What follows belongs to an exercise in optimizing a design on an open flow for small area; a production flow would make more cautious choices.
The RTL was checked by simulation tests, not by an equivalence proof against the original design.
Power figures rest on the tool's default switching activity, not on a simulated workload.

==> flow/design.v <==
module pulse_arrays_fa (input wire a, input wire b, input wire c, output wire s, output wire co);
    assign {co, s} = a + b + c;
endmodule
module pulse_arrays_ha (input wire a, input wire b, output wire s, output wire co);
    assign {co, s} = a + b;
endmodule
module pulse_arrays_mac (
    input  wire [7:0]  a,
    input  wire [7:0]  b,
    input  wire [15:0] acc,
    output wire [15:0] y
);
    wire pp_0_0 = a[0] & b[0];
    wire pp_0_1 = a[0] & b[1];
    wire pp_0_2 = a[0] & b[2];
    wire pp_0_3 = a[0] & b[3];
    wire pp_0_4 = a[0] & b[4];
    wire pp_0_5 = a[0] & b[5];
    wire pp_0_6 = a[0] & b[6];
    wire pp_0_7 = a[0] & b[7];
    wire pp_1_0 = a[1] & b[0];
    wire pp_1_1 = a[1] & b[1];
    wire pp_1_2 = a[1] & b[2];
    wire pp_1_3 = a[1] & b[3];
    wire pp_1_4 = a[1] & b[4];
    wire pp_1_5 = a[1] & b[5];
    wire pp_1_6 = a[1] & b[6];
    wire pp_1_7 = a[1] & b[7];
    wire pp_2_0 = a[2] & b[0];
    wire pp_2_1 = a[2] & b[1];
    wire pp_2_2 = a[2] & b[2];
    wire pp_2_3 = a[2] & b[3];
    wire pp_2_4 = a[2] & b[4];
    wire pp_2_5 = a[2] & b[5];
    wire pp_2_6 = a[2] & b[6];
    wire pp_2_7 = a[2] & b[7];
    wire pp_3_0 = a[3] & b[0];
    wire pp_3_1 = a[3] & b[1];
    wire pp_3_2 = a[3] & b[2];
    wire pp_3_3 = a[3] & b[3];
    wire pp_3_4 = a[3] & b[4];
    wire pp_3_5 = a[3] & b[5];
    wire pp_3_6 = a[3] & b[6];
    wire pp_3_7 = a[3] & b[7];
    wire pp_4_0 = a[4] & b[0];
    wire pp_4_1 = a[4] & b[1];
    wire pp_4_2 = a[4] & b[2];
    wire pp_4_3 = a[4] & b[3];
    wire pp_4_4 = a[4] & b[4];
    wire pp_4_5 = a[4] & b[5];
    wire pp_4_6 = a[4] & b[6];
    wire pp_4_7 = a[4] & b[7];
    wire pp_5_0 = a[5] & b[0];
    wire pp_5_1 = a[5] & b[1];
    wire pp_5_2 = a[5] & b[2];
    wire pp_5_3 = a[5] & b[3];
    wire pp_5_4 = a[5] & b[4];
    wire pp_5_5 = a[5] & b[5];
    wire pp_5_6 = a[5] & b[6];
    wire pp_5_7 = a[5] & b[7];
    wire pp_6_0 = a[6] & b[0];
    wire pp_6_1 = a[6] & b[1];
    wire pp_6_2 = a[6] & b[2];
    wire pp_6_3 = a[6] & b[3];
    wire pp_6_4 = a[6] & b[4];
    wire pp_6_5 = a[6] & b[5];
    wire pp_6_6 = a[6] & b[6];
    wire pp_6_7 = a[6] & b[7];
    wire pp_7_0 = a[7] & b[0];
    wire pp_7_1 = a[7] & b[1];
    wire pp_7_2 = a[7] & b[2];
    wire pp_7_3 = a[7] & b[3];
    wire pp_7_4 = a[7] & b[4];
    wire pp_7_5 = a[7] & b[5];
    wire pp_7_6 = a[7] & b[6];
    wire pp_7_7 = a[7] & b[7];
    wire s0, c0;
    pulse_arrays_ha u1 (.a(acc[0]), .b(pp_0_0), .s(s0), .co(c0));
    wire s1, c1;
    pulse_arrays_fa u2 (.a(acc[1]), .b(pp_0_1), .c(pp_1_0), .s(s1), .co(c1));
    wire s2, c2;
    pulse_arrays_ha u3 (.a(c0), .b(s1), .s(s2), .co(c2));
    wire s3, c3;
    pulse_arrays_fa u4 (.a(acc[2]), .b(pp_0_2), .c(pp_1_1), .s(s3), .co(c3));
    wire s4, c4;
    pulse_arrays_fa u5 (.a(pp_2_0), .b(c1), .c(s3), .s(s4), .co(c4));
    wire s5, c5;
    pulse_arrays_ha u6 (.a(c2), .b(s4), .s(s5), .co(c5));
    wire s6, c6;
    pulse_arrays_fa u7 (.a(acc[3]), .b(pp_0_3), .c(pp_1_2), .s(s6), .co(c6));
    wire s7, c7;
    pulse_arrays_fa u8 (.a(pp_2_1), .b(pp_3_0), .c(c3), .s(s7), .co(c7));
    wire s8, c8;
    pulse_arrays_fa u9 (.a(s6), .b(c4), .c(s7), .s(s8), .co(c8));
    wire s9, c9;
    pulse_arrays_ha u10 (.a(c5), .b(s8), .s(s9), .co(c9));
    wire s10, c10;
    pulse_arrays_fa u11 (.a(acc[4]), .b(pp_0_4), .c(pp_1_3), .s(s10), .co(c10));
    wire s11, c11;
    pulse_arrays_fa u12 (.a(pp_2_2), .b(pp_3_1), .c(pp_4_0), .s(s11), .co(c11));
    wire s12, c12;
    pulse_arrays_fa u13 (.a(c6), .b(s10), .c(s11), .s(s12), .co(c12));
    wire s13, c13;
    pulse_arrays_fa u14 (.a(c7), .b(s12), .c(c8), .s(s13), .co(c13));
    wire s14, c14;
    pulse_arrays_ha u15 (.a(c9), .b(s13), .s(s14), .co(c14));
    wire s15, c15;
    pulse_arrays_fa u16 (.a(acc[5]), .b(pp_0_5), .c(pp_1_4), .s(s15), .co(c15));
    wire s16, c16;
    pulse_arrays_fa u17 (.a(pp_2_3), .b(pp_3_2), .c(pp_4_1), .s(s16), .co(c16));
    wire s17, c17;
    pulse_arrays_fa u18 (.a(pp_5_0), .b(c10), .c(c11), .s(s17), .co(c17));
    wire s18, c18;
    pulse_arrays_fa u19 (.a(s15), .b(s16), .c(c12), .s(s18), .co(c18));
    wire s19, c19;
    pulse_arrays_fa u20 (.a(s17), .b(s18), .c(c13), .s(s19), .co(c19));
    wire s20, c20;
    pulse_arrays_ha u21 (.a(c14), .b(s19), .s(s20), .co(c20));
    wire s21, c21;
    pulse_arrays_fa u22 (.a(acc[6]), .b(pp_0_6), .c(pp_1_5), .s(s21), .co(c21));
    wire s22, c22;
    pulse_arrays_fa u23 (.a(pp_2_4), .b(pp_3_3), .c(pp_4_2), .s(s22), .co(c22));
    wire s23, c23;
    pulse_arrays_fa u24 (.a(pp_5_1), .b(pp_6_0), .c(c15), .s(s23), .co(c23));
    wire s24, c24;
    pulse_arrays_fa u25 (.a(c16), .b(s21), .c(s22), .s(s24), .co(c24));
    wire s25, c25;
    pulse_arrays_fa u26 (.a(c17), .b(s23), .c(s24), .s(s25), .co(c25));
    wire s26, c26;
    pulse_arrays_fa u27 (.a(c18), .b(s25), .c(c19), .s(s26), .co(c26));
    wire s27, c27;
    pulse_arrays_ha u28 (.a(c20), .b(s26), .s(s27), .co(c27));
    wire s28, c28;
    pulse_arrays_fa u29 (.a(acc[7]), .b(pp_0_7), .c(pp_1_6), .s(s28), .co(c28));
    wire s29, c29;
    pulse_arrays_fa u30 (.a(pp_2_5), .b(pp_3_4), .c(pp_4_3), .s(s29), .co(c29));
    wire s30, c30;
    pulse_arrays_fa u31 (.a(pp_5_2), .b(pp_6_1), .c(pp_7_0), .s(s30), .co(c30));
    wire s31, c31;
    pulse_arrays_fa u32 (.a(c21), .b(c22), .c(s28), .s(s31), .co(c31));
    wire s32, c32;
    pulse_arrays_fa u33 (.a(s29), .b(s30), .c(c23), .s(s32), .co(c32));
    wire s33, c33;
    pulse_arrays_fa u34 (.a(c24), .b(s31), .c(s32), .s(s33), .co(c33));
    wire s34, c34;
    pulse_arrays_fa u35 (.a(c25), .b(s33), .c(c26), .s(s34), .co(c34));
    wire s35, c35;
    pulse_arrays_ha u36 (.a(c27), .b(s34), .s(s35), .co(c35));
    wire s36, c36;
    pulse_arrays_fa u37 (.a(acc[8]), .b(pp_1_7), .c(pp_2_6), .s(s36), .co(c36));
    wire s37, c37;
    pulse_arrays_fa u38 (.a(pp_3_5), .b(pp_4_4), .c(pp_5_3), .s(s37), .co(c37));
    wire s38, c38;
    pulse_arrays_fa u39 (.a(pp_6_2), .b(pp_7_1), .c(c28), .s(s38), .co(c38));
    wire s39, c39;
    pulse_arrays_fa u40 (.a(c29), .b(c30), .c(s36), .s(s39), .co(c39));
    wire s40, c40;
    pulse_arrays_fa u41 (.a(s37), .b(c31), .c(s38), .s(s40), .co(c40));
    wire s41, c41;
    pulse_arrays_fa u42 (.a(s39), .b(c32), .c(s40), .s(s41), .co(c41));
    wire s42, c42;
    pulse_arrays_fa u43 (.a(c33), .b(s41), .c(c34), .s(s42), .co(c42));
    wire s43, c43;
    pulse_arrays_ha u44 (.a(c35), .b(s42), .s(s43), .co(c43));
    wire s44, c44;
    pulse_arrays_fa u45 (.a(acc[9]), .b(pp_2_7), .c(pp_3_6), .s(s44), .co(c44));
    wire s45, c45;
    pulse_arrays_fa u46 (.a(pp_4_5), .b(pp_5_4), .c(pp_6_3), .s(s45), .co(c45));
    wire s46, c46;
    pulse_arrays_fa u47 (.a(pp_7_2), .b(c36), .c(c37), .s(s46), .co(c46));
    wire s47, c47;
    pulse_arrays_fa u48 (.a(s44), .b(s45), .c(c38), .s(s47), .co(c47));
    wire s48, c48;
    pulse_arrays_fa u49 (.a(c39), .b(s46), .c(c40), .s(s48), .co(c48));
    wire s49, c49;
    pulse_arrays_fa u50 (.a(s47), .b(c41), .c(s48), .s(s49), .co(c49));
    wire s50, c50;
    pulse_arrays_fa u51 (.a(s49), .b(c42), .c(c43), .s(s50), .co(c50));
    wire s51, c51;
    pulse_arrays_fa u52 (.a(acc[10]), .b(pp_3_7), .c(pp_4_6), .s(s51), .co(c51));
    wire s52, c52;
    pulse_arrays_fa u53 (.a(pp_5_5), .b(pp_6_4), .c(pp_7_3), .s(s52), .co(c52));
    wire s53, c53;
    pulse_arrays_fa u54 (.a(c44), .b(c45), .c(s51), .s(s53), .co(c53));
    wire s54, c54;
    pulse_arrays_fa u55 (.a(s52), .b(c46), .c(s53), .s(s54), .co(c54));
    wire s55, c55;
    pulse_arrays_fa u56 (.a(c47), .b(s54), .c(c48), .s(s55), .co(c55));
    wire s56, c56;
    pulse_arrays_fa u57 (.a(c49), .b(s55), .c(c50), .s(s56), .co(c56));
    wire s57, c57;
    pulse_arrays_fa u58 (.a(acc[11]), .b(pp_4_7), .c(pp_5_6), .s(s57), .co(c57));
    wire s58, c58;
    pulse_arrays_fa u59 (.a(pp_6_5), .b(pp_7_4), .c(c51), .s(s58), .co(c58));
    wire s59, c59;
    pulse_arrays_fa u60 (.a(c52), .b(s57), .c(c53), .s(s59), .co(c59));
    wire s60, c60;
    pulse_arrays_fa u61 (.a(s58), .b(c54), .c(s59), .s(s60), .co(c60));
    wire s61, c61;
    pulse_arrays_fa u62 (.a(s60), .b(c55), .c(c56), .s(s61), .co(c61));
    wire s62, c62;
    pulse_arrays_fa u63 (.a(acc[12]), .b(pp_5_7), .c(pp_6_6), .s(s62), .co(c62));
    wire s63, c63;
    pulse_arrays_fa u64 (.a(pp_7_5), .b(c57), .c(s62), .s(s63), .co(c63));
    wire s64, c64;
    pulse_arrays_fa u65 (.a(c58), .b(s63), .c(c59), .s(s64), .co(c64));
    wire s65, c65;
    pulse_arrays_fa u66 (.a(c60), .b(s64), .c(c61), .s(s65), .co(c65));
    wire s66, c66;
    pulse_arrays_fa u67 (.a(acc[13]), .b(pp_6_7), .c(pp_7_6), .s(s66), .co(c66));
    wire s67, c67;
    pulse_arrays_fa u68 (.a(c62), .b(s66), .c(c63), .s(s67), .co(c67));
    wire s68, c68;
    pulse_arrays_fa u69 (.a(s67), .b(c64), .c(c65), .s(s68), .co(c68));
    wire s69, c69;
    pulse_arrays_fa u70 (.a(acc[14]), .b(pp_7_7), .c(c66), .s(s69), .co(c69));
    wire s70, c70;
    pulse_arrays_fa u71 (.a(s69), .b(c67), .c(c68), .s(s70), .co(c70));
    wire s71 = acc[15] ^ c69 ^ c70;
    assign y = {s71, s70, s68, s65, s61, s56, s50, s43, s35, s27, s20, s14, s9, s5, s2, s0};
endmodule
module pulse_arrays #(
    parameter   WIDTH_left     =   8,
    parameter   WIDTH_up       =   8,
    parameter   WIDTH_out      =   16,
    parameter   Mritx_M   =   4,
    parameter   Mritx_N   =   4,
    parameter   Mritx_L   =   4,
    parameter   Mritx_LOG2_size  =   10
)(
    input   clk,
    input   rst,
    input   wire    valid_left,
    input   wire    valid_up,
    input   wire  [31:0]   left,
    input   wire  [31:0]   up,
    output  reg     ready,
    output  wire  [63:0]   product
);
reg  [4:0] cnt;      
always @(posedge clk) begin
    if (!rst) begin
        cnt   <= 5'd0;
        ready <= 1'b0;
    end else if (cnt == 5'd0) begin
        ready <= 1'b1;
        if (valid_left & valid_up)
            cnt <= 5'd1;
    end else begin
        ready <= (cnt == 5'd24);
        cnt   <= (cnt == 5'd24) ? 5'd0 : cnt + 5'd1;
    end
end
wire first = (cnt[1:0] == 2'd3);    
wire last  = (cnt[1:0] == 2'd2);    
reg  [7:0] b [0:15];
integer n;
always @(posedge clk) begin
    for (n = 1; n < 16; n = n + 1)
        if (n % 4 != 0) b[n] <= b[n-1];
    b[0]  <= valid_up ? up[7:0]   : b[15];
    b[4]  <= valid_up ? up[15:8]  : b[3];
    b[8]  <= valid_up ? up[23:16] : b[7];
    b[12] <= valid_up ? up[31:24] : b[11];
end
reg  [7:0]  a0 [0:3], a1 [0:3], a2 [0:3], a3 [0:3];
reg  [15:0] acc [0:3];
reg  [15:0] r0 [0:3], r1 [0:3], r2 [0:3];
wire [15:0] sum [0:3];
genvar i;
generate
    for (i = 0; i < 4; i = i + 1) begin : row
        pulse_arrays_mac mac (
            .a   (a2[i]),
            .b   (b[2]),
            .acc (first ? 16'd0 : acc[i]),
            .y   (sum[i])
        );
        always @(posedge clk) begin
            a0[i]  <= valid_left ? left[8*i +: 8] : a3[i];
            a1[i]  <= a0[i];
            a2[i]  <= a1[i];
            a3[i]  <= a2[i];
            acc[i] <= sum[i];
            r0[i]  <= last ? sum[i] : r2[i];
            r1[i]  <= r0[i];
            r2[i]  <= r1[i];
        end
        assign product[16*i +: 16] = r0[i];
    end
endgenerate
endmodule
==> flow/run.sh <==
#!/bin/bash
# synth_recipe.tcl (not shown) runs the flow's synth.tcl, then flattens the netlist and writes it again
# the make line also repeats each setting of config.mk as NAME=value (left out here)
make -C /OpenROAD-flow-scripts/flow DESIGN_CONFIG=/design/flow/config.mk WORK_HOME=/design/flow/orfs CLKGATE_MAP_FILE= SYNTH_SCRIPT=/design/flow/synth_recipe.tcl finish
==> flow/config.mk <==
export PLATFORM = sky130hd
export DESIGN_NAME = pulse_arrays
export DESIGN_NICKNAME = pulse_arrays
export VERILOG_FILES = /design/flow/design.v
export SDC_FILE = /design/flow/constraint.sdc
export NUM_CORES = 4
export LEC_CHECK = 0
export CAP_MARGIN = 20
export CORE_MARGIN = 2
export CORE_UTILIZATION = 40
export PLACE_DENSITY = 0.6
export SLEW_MARGIN = 20
export SYNTH_HIERARCHICAL = 1
==> flow/constraint.sdc <==
create_clock -name core_clock -period 5.0 [get_ports {clk}]
set_input_delay 1.0000 -clock core_clock [delete_from_list [all_inputs] [get_ports {clk}]]
set_output_delay 1.0000 -clock core_clock [all_outputs]
set_load 0.01 [all_outputs]
==> flow_metrics.tcl <==
set metrics [dict create \
    yosys_warnings 25 \
    path_class "flop to flop" \
    clock_latency_ns 0.61 \
    ir_worst_vdd_mv 0.481 \
    cts.sinks 518 \
    synth_edf_count 0 \
    cp.required_ns 5.48 \
    area_growth_pct 21.8 \
    drive_above_1_share 0.232 \
    core.rowCount 82 \
    synthDominantCellAreaShare 0.516 \
    grt_max_degree 34 \
    hpwl_um 27200 \
    arrival_ns 7.16 \
    finalCriticalPeriod_ns 6.67 \
    nNetsFinal 1913 \
    drt_iter0_drc 311 \
    ys_seq_area_frac 0.516 \
    cts-root-buf "clkbuf_16" \
    htreeDepth 2 \
    start_kind "flop" \
    finalCritPeriodShare 1.33 \
    power_density_mw_per_mm2 813 \
    max_slew_margin 0.573 \
    routed_wl_um 38300 \
    status "finished with violations" \
    synth_most_common_cell "dfxtp_1" \
    worst-path-max-fanout 9 \
    core-area_mm2 0.0499 \
    r2r-end "r0[2][15]" \
    fin_cells 2269 \
    syn_area_per_cell_um2 14.7 \
    so.violations "negative setup slack" \
    rsz0062_at_grt "true" \
    end_kind "flop" \
    syn-cell-area_mm2 0.0201 \
    fin_skew_ns 0.0305 \
    hold_class "flop to flop" \
    cts_tree "yes" \
    hold-path-endpoint "r2[0][14]" \
    dr.pass1.iters 4 \
    reg2reg_depth 20 \
    port_buffers 132 \
    worst_slack_ns -1.67 \
    leakagePower_nw 10.2 \
    finalHoldViolations 0 \
    antenna_found_initial 1 \
    post-synth-top-area-cell "dfxtp_1" \
    synth_flop_cell "dfxtp_1" \
    r2r-start "cnt[1]" \
    drv_cap 0 \
    final_area_mm2 0.0245 \
    slew_violations 0 \
    hold_start "r1[0][14]" \
    pin_count 133 \
    vias 9899 \
    synth_nets 1724 \
    max_freq_mhz 150 \
    gr-total-overflow 0 \
    ys_ff_latch 518 \
    cts_buffer_depth 3 \
    die_width_um 228 \
    min_delay_path_depth 0 \
    setup_viol 45 \
    r2r_slack_ns -1.67 \
    wl_per_cell_um 16.9 \
    syn_inst 1369 \
    hold_buffers 0 \
    dpl-instance-area_mm2 0.0227 \
    synth_commonest_cells "518 x dfxtp_1, 256 x and2_1, 248 x fa_1" \
    clk_pin_slew_ns 0.06 \
    grt_pass1_wl_um 63100 \
    antenna_left 0 \
    dp_cells 2172 \
    synth_cell_types 27 \
    synth_area_leaders "dfxtp_1 52%, fa_1 25%, and2_1 8.0%" \
    drc 0 \
    start_util 0.403 \
    grt_usage 0.155 \
    worst_slew_pin_slew_ns 0.640 \
    cts_buffers 53 \
    dieArea_mm2 0.0521 \
    fp.dieH_um 228 \
    grt_pass1_vias 11400 \
    routabilityCongestion 0.790 \
    avgViaCountPerCell 4.36 \
    async_flop_share 0 \
]
-- logic make-up after synthesis --
| group | after synthesis | synth area share |
|---|---|---|
| flops | 518 | 0.516 |
| simple gates | 332 | 0.103 |
| fa+ha+maj | 287 | 0.271 |
| mux | 129 | 0.0722 |
| buf+inv | 90 | 0.0296 |
| compound gates | 7 | 0.00262 |
| xor+xnor | 6 | 0.00560 |
-- repair_timing --
action | 4_1_cts | 5_1_grt
endpoints found under the setup margin | 48 | 51
pin swaps | 3 | 0
resized for setup | 1 | 4
buffers inserted | 2 | 1
-- cell type report --
| class | instances | area (µm²) |
|---|---|---|
| Clock buffer | 71 | 1500 |
| Tap cell | 672 | 841 |
| Fill cell | 4375 | 25400 |
| Clock inverter | 22 | 250 |
| Antenna cell | 1 | 2.50 |
| Multi-Input combinational cell | 761 | 9420 |
| Inverter | 4 | 15.0 |
| Timing Repair Buffer | 220 | 2080 |
| Sequential cell | 518 | 10400 |
-- Yosys stat by module, one instance, submodules excluded --
module / area [µm²] / flops+latches / copies in the design
pulse_arrays: 12500 / 518 / 1
pulse_arrays_mac: 544 / 0 / 4
pulse_arrays_fa: 20.0 / 0 / 248
pulse_arrays_ha: 12.5 / 0 / 36
-- state kept, by name, indices dropped and copies added (netlist names) --
register  count
a1           32
a0           32
cnt           5
r2           64
acc          64
r1           64
r0           64
a2           32
ready         1
a3           32
b           128
-- cell usage in the layout, fill, tap and decap left out, drive strengths merged --
cell	Yosys	layout
dfxtp	518	518
bufinv	0	2
nand4	1	1
mux2	128	128
a211oi	1	1
mux2i	1	1
nor2	1	1
clkinvlp	0	4
clkbuf	9	71
diode	0	1
a31oi	1	1
a311o	1	1
nand4b	1	1
o21ai	2	2
ha	39	39
buf	77	89
inv	4	7
fa	248	248
and3	2	2
clkdlybuf4s50	0	131
nand3	2	2
clkinv	0	13
a2111oi	1	1
nor2b	65	65
and2	256	256
a31o	1	1
xnor2	1	1
nand2	4	4
xor3	4	4
xor2	1	1
-- metrics by stage --
stage	setup TNS, ns	setup WS (ns)	total power, mW	utilization	hold slack (ns)
after floorplan	-44.11	-1.73	16.5	-	0.310
after global placement	-42.29	-1.64	16.2	0.455	0.310
after detailed placement	-44.37	-1.73	16.4	0.455	0.312
after CTS	-43.90	-1.69	20.4	0.491	0.306
after global routing	-48.33	-1.83	21.8	0.491	0.324
final	-42.13	-1.67	19.9	0.491	0.314
-- worst max-delay path, cell delays in order (launching register included) --
cell and delay [ns]:
dfxtp_4 0.36, ha_4 0.20, buf_12 0.15, nor2b_4 0.05, fa_2 0.38, fa_1 0.48
fa_2 0.39, fa_2 0.35, fa_2 0.36, fa_2 0.34, fa_2 0.34, fa_1 0.44
ha_2 0.19, fa_2 0.33, fa_2 0.35, fa_2 0.35, fa_2 0.34, fa_2 0.34
fa_2 0.34, xor3_1 0.20, mux2_4 0.27
-- how the worst max path moves through the flow --
stage          startpoint        end  slack (ns)  cells past startpoint
6_report           cnt[1]  r0[2][15]       -1.67                     20
5_1_grt            cnt[1]  r0[2][15]       -1.83                     20
4_1_cts            cnt[1]  r0[2][15]       -1.69                     20
3_5_place_dp      b[2][1]  r0[3][15]       -1.73                     18
3_3_place_gp       cnt[1]  r0[1][15]       -1.64                     20
2_1_floorplan      cnt[1]  r0[1][15]       -1.73                     22
-- metal layers --
metal | wire length, µm | up-vias | track usage
li1 | - | 4657 | -
met1 | 17600 | 5018 | 0.205
met2 | 18300 | 157 | 0.258
met3 | 1470 | 65 | 0.0301
met4 | 930 | 2 | 0.0482
met5 | 11 | - | 0
-- report_power, final --
part,total [mW],switching (mW),leakage (nW),internal (mW)
Sequential,6.06,0.415,4.36,5.65
Combinational,10.0,4.78,4.99,5.21
Clock,3.86,1.63,0.854,2.23
Total,19.9,6.83,10.2,13.1

-- what the ideal ports hide --
The flow's constraints put no driver on any port. The routed layout listed below was extracted and timed again, unchanged, in two steps. Step 1 assumes that a clkbuf_16 drives the clock port and a buf_2 every other input. Step 2, shift: input delay + t, output delay - t, t = (earliest + latest rising clock arrival at the registers) / 2. This alone moves slack from input paths to output paths. Three values: ideal ports, drivers, drivers and shift; two values: the first two.
t, ns: 0.645
slack for setup (ns): -1.671 / -1.671 / -1.671
worst register clock-pin slew, ns: 0.06 / 0.06
cell pins on the clock port's net: 1
The setup slack of this run moves by 0.000 ns with the drivers and by 0.000 ns with both steps.
